Context: an optimization exercise on an open-source flow, tuned for small area, a short achievable clock period and few clock cycles per item. The choices shown serve that exercise and are no tape-out recipe.
RTL that was checked went through simulation tests only; none was proved equivalent to the original.
Power is estimated from default activity; no workload was simulated.

==> module rank_order, before the edit <==
module rank_order(
	input iClk,
	input iRst_n,
	input iValid,
	output oReady,
	input [3:0] iOrder,
	input [7:0] iNum1, iNum2, iNum3,
	input [7:0] iNum4, iNum5, iNum6,
	input [7:0] iNum7, iNum8, iNum9,
	output reg [7:0] oValue,
	output reg oValid
);
	assign oReady = 1'b1;
	wire [71:0] x = {iNum9, iNum8, iNum7, iNum6, iNum5, iNum4, iNum3, iNum2, iNum1};
	function ge8(input [7:0] a, input [7:0] b);
		reg cy; integer q;
		begin
			cy = 1'b1;
			for (q = 0; q < 8; q = q + 1) cy = (a[q] & ~b[q]) | (a[q] & cy) | (~b[q] & cy);
			ge8 = cy;
		end
	endfunction
	function [1:0] fa(input a, input b, input c);
		fa = {(a & b) | (a & c) | (b & c), a ^ b ^ c};
	endfunction
	wire [80:0] ge;
	genvar gi, gj;
	generate
		for (gi = 0; gi < 9; gi = gi + 1) begin : cmp
			for (gj = 0; gj < gi; gj = gj + 1) begin : col
				assign ge[9*gi+gj] = ge8(x[8*gi +: 8], x[8*gj +: 8]);
			end
		end
	endgenerate
	function cbit(input [80:0] g, input integer i, input integer j);
		cbit = (j < i) ? g[9*i+j] : ~g[9*j+i];
	endfunction
	reg [3:0] cs_q [0:8];
	reg [8:0] ring_q;    
	generate
		for (gi = 0; gi < 9; gi = gi + 1) begin : row
			localparam integer A = (gi + 2) % 9, B = (gi + 3) % 9, C = (gi + 4) % 9;
			localparam integer D = (gi + 5) % 9, E = (gi + 6) % 9, F = (gi + 7) % 9;
			wire [1:0] f0 = fa(cbit(ge, gi, A), cbit(ge, gi, B), cbit(ge, gi, C));
			wire [1:0] f1 = fa(cbit(ge, gi, D), cbit(ge, gi, E), cbit(ge, gi, F));
			always @(posedge iClk) cs_q[gi] <= {f1, f0};
			localparam integer N = (gi + 1) % 9;
			if (N < gi) begin : rl
				always @(posedge iClk) ring_q[gi] <= ge[9*gi+N];
			end else begin : rh
				always @(posedge iClk) ring_q[gi] <= ge[9*N+gi];
			end
		end
	endgenerate
	reg [71:0] x_q;
	reg [2:0] k1_q, k2_q;
	reg k1_ok, k2_ok;
	reg vld_q;
	always @(posedge iClk) begin
		if (!iRst_n) vld_q <= 1'b0;
		else vld_q <= iValid;
		x_q <= x;
		k1_q <= iOrder - 4'd1;
		k2_q <= iOrder - 4'd2;
		k1_ok <= (iOrder >= 4'd1) && (iOrder <= 4'd8);
		k2_ok <= (iOrder >= 4'd2) && (iOrder <= 4'd9);
	end
	wire [8:0] sel;
	wire [71:0] pick;
	generate
		for (gi = 0; gi < 9; gi = gi + 1) begin : rank
			wire [3:0] v = cs_q[gi];
			localparam integer P = (gi + 8) % 9, N = (gi + 1) % 9;
			wire rp = (P < gi) ? ring_q[P] : ~ring_q[P];    
			wire rn = (N < gi) ? ring_q[gi] : ~ring_q[gi];  
			wire [1:0] f2 = fa(v[0], v[2], rp);
			wire [1:0] f3 = fa(v[1], v[3], f2[1]);
			wire [2:0] p = {f3[1], f3[0], f2[0]};
			assign sel[gi] = rn ? (k2_ok && p == k2_q) : (k1_ok && p == k1_q);
			assign pick[8*gi +: 8] = {8{sel[gi]}} & x_q[8*gi +: 8];
		end
	endgenerate
	wire [7:0] res = pick[7:0] | pick[15:8] | pick[23:16] | pick[31:24] | pick[39:32]
	               | pick[47:40] | pick[55:48] | pick[63:56] | pick[71:64];
	always @(posedge iClk) begin
		if (!iRst_n) oValid <= 1'b0;
		else oValid <= vld_q;
		oValue <= res;
	end
endmodule
==> flow/config.mk <==
export PLATFORM = sky130hd
export DESIGN_NAME = rank_order
export DESIGN_NICKNAME = rank_order
export VERILOG_FILES = /design/flow/design.v
export SDC_FILE = /design/flow/constraint.sdc
export NUM_CORES = 4
export LEC_CHECK = 0
export CAP_MARGIN = 20
export CORE_MARGIN = 2
export CORE_UTILIZATION = 40
export CTS_BUF_LIST = sky130_fd_sc_hd__clkbuf_4 sky130_fd_sc_hd__clkbuf_8
export SETUP_SLACK_MARGIN = 2.4
export SLEW_MARGIN = 20
==> flow/constraint.sdc <==
create_clock -name core_clock -period 5.0 [get_ports {iClk}]
set_input_delay 1.0000 -clock core_clock [delete_from_list [all_inputs] [get_ports {iClk}]]
set_output_delay 1.0000 -clock core_clock [all_outputs]
set_load 0.01 [all_outputs]
standard.sh (not shown) runs the stock make flow with config.mk's settings and CLKGATE_MAP_FILE= SYNTH_SCRIPT=/design/flow/synth_recipe.tcl, a recipe that flattens the netlist after the stock synthesis.
==> flow/flow/run.sh <==
#!/bin/bash
# Standard ORFS layout (the standard.sh) with three changes:
#  - synthesis is the standard flow's own script, except that the final ABC mapping uses
#    flow/abc_delay.script (delay-targeted mapping) instead of ORFS's speed script;
#  - the port buffers are plain buf_2 cells;
#  - repair may swap cells across footprints.
set -euo pipefail
work=$(pwd)
export MY_ABC_SCRIPT=$work/flow/abc_delay.script
export FLOW_SYNTH_TCL=$work/synth_recipe.tcl
bash standard.sh "SYNTH_SCRIPT=$work/flow/synth.tcl" \
  "BUFFER_PORTS_ARGS=-buffer_cell sky130_fd_sc_hd__buf_2" MATCH_CELL_FOOTPRINT=0 \
  finish > standard.log 2>&1
==> flow/flow/abc_delay.script <==
strash
dch
map -D 1500
topo
buffer -c
upsize -c -D 1500
dnsize -c -D 1500
==> flow/flow/synth.tcl <==
# The standard flow's synthesis script, with the final ABC call pointed at our own ABC script.
proc abc {args} {
  set i [lsearch -exact $args -script]
  if {$i >= 0} { lset args [expr {$i + 1}] $::env(MY_ABC_SCRIPT) }
  yosys abc {*}$args
}
source $::env(FLOW_SYNTH_TCL)
The first run completed with no timing, DRC or antenna violations.
Then changed:
--- a/flow/design.v
+++ b/flow/design.v
@@ -71,6 +71,5 @@
 	endgenerate
 	reg [71:0] x_q;
-	reg [2:0] k1_q, k2_q;
-	reg k1_ok, k2_ok;
+	reg [3:0] ord_q;
 	reg vld_q;
 	always @(posedge iClk) begin
@@ -78,9 +77,8 @@
 		else vld_q <= iValid;
 		x_q <= x;
-		k1_q <= iOrder - 4'd1;
-		k2_q <= iOrder - 4'd2;
-		k1_ok <= (iOrder >= 4'd1) && (iOrder <= 4'd8);
-		k2_ok <= (iOrder >= 4'd2) && (iOrder <= 4'd9);
+		ord_q <= iOrder;
 	end
+	wire [3:0] km1 = ord_q - 4'd1;
+	wire [3:0] km2 = ord_q - 4'd2;
 	wire [8:0] sel;
 	wire [71:0] pick;
@@ -93,6 +91,6 @@
 			wire [1:0] f2 = fa(v[0], v[2], rp);
 			wire [1:0] f3 = fa(v[1], v[3], f2[1]);
-			wire [2:0] p = {f3[1], f3[0], f2[0]};
-			assign sel[gi] = rn ? (k2_ok && p == k2_q) : (k1_ok && p == k1_q);
+			wire [3:0] p = {1'b0, f3[1], f3[0], f2[0]};
+			assign sel[gi] = rn ? (p == km2) : (p == km1);
 			assign pick[8*gi +: 8] = {8{sel[gi]}} & x_q[8*gi +: 8];
 		end
=> The changed run went through all stages and came out clean. Cell area decreases by about 0.8%. Wire length decreases by 3.1%. Via count decreases by about 2.7%. Final cell count increases by about 1.2%. Power decreases by about 7%. Sequential share of layout area decreases by 0.51 points. Worst setup slack gets better by 0.0084 ns. Die area decreases by 0.84%. Core utilization increases by 0.73 points. Global-route usage decreases by 0.75 points.
Testbench counts after the change, summed over its fixed seeds: cycles 9,616, items 9,600.
No functional check of the RTL was part of the first run of this note.

[afterwards: timing with drivers on the ports]
In the flow no input, the clock included, has a driving cell. The finished layouts below were timed again as built, in two steps.
Step 1 (the two cells are an assumption about what drives the block):
set clk [get_ports {iClk}]
set_driving_cell -lib_cell sky130_fd_sc_hd__clkbuf_16 $clk
set_driving_cell -lib_cell sky130_fd_sc_hd__buf_2 [delete_from_list [all_inputs] $clk]
Step 2 moves the port delays by t, midway between the first and last clock arrival at a register: inputs arrive t later, outputs are due t later. That takes back most of the time a late clock gives input paths.
Slacks: ideal / step 1 / step 2; pairs: ideal / step 1.
run	t (ns)	slack for setup (ns)	clock arrival spread, ns	worst slew at a driven data input, ns	pins driven straight from the clock port
the first run	0.496	2.397 / 2.416 / 1.920	0.016 / 0.016	0.05	1
the second run	0.490	2.405 / 2.422 / 1.932	0.014 / 0.015	0.04	1
After both steps setup and hold are still met in every run listed. For the first run, which loses most, drivers alone change the setup slack by +0.019 ns; drivers and shift together by -0.477 ns.
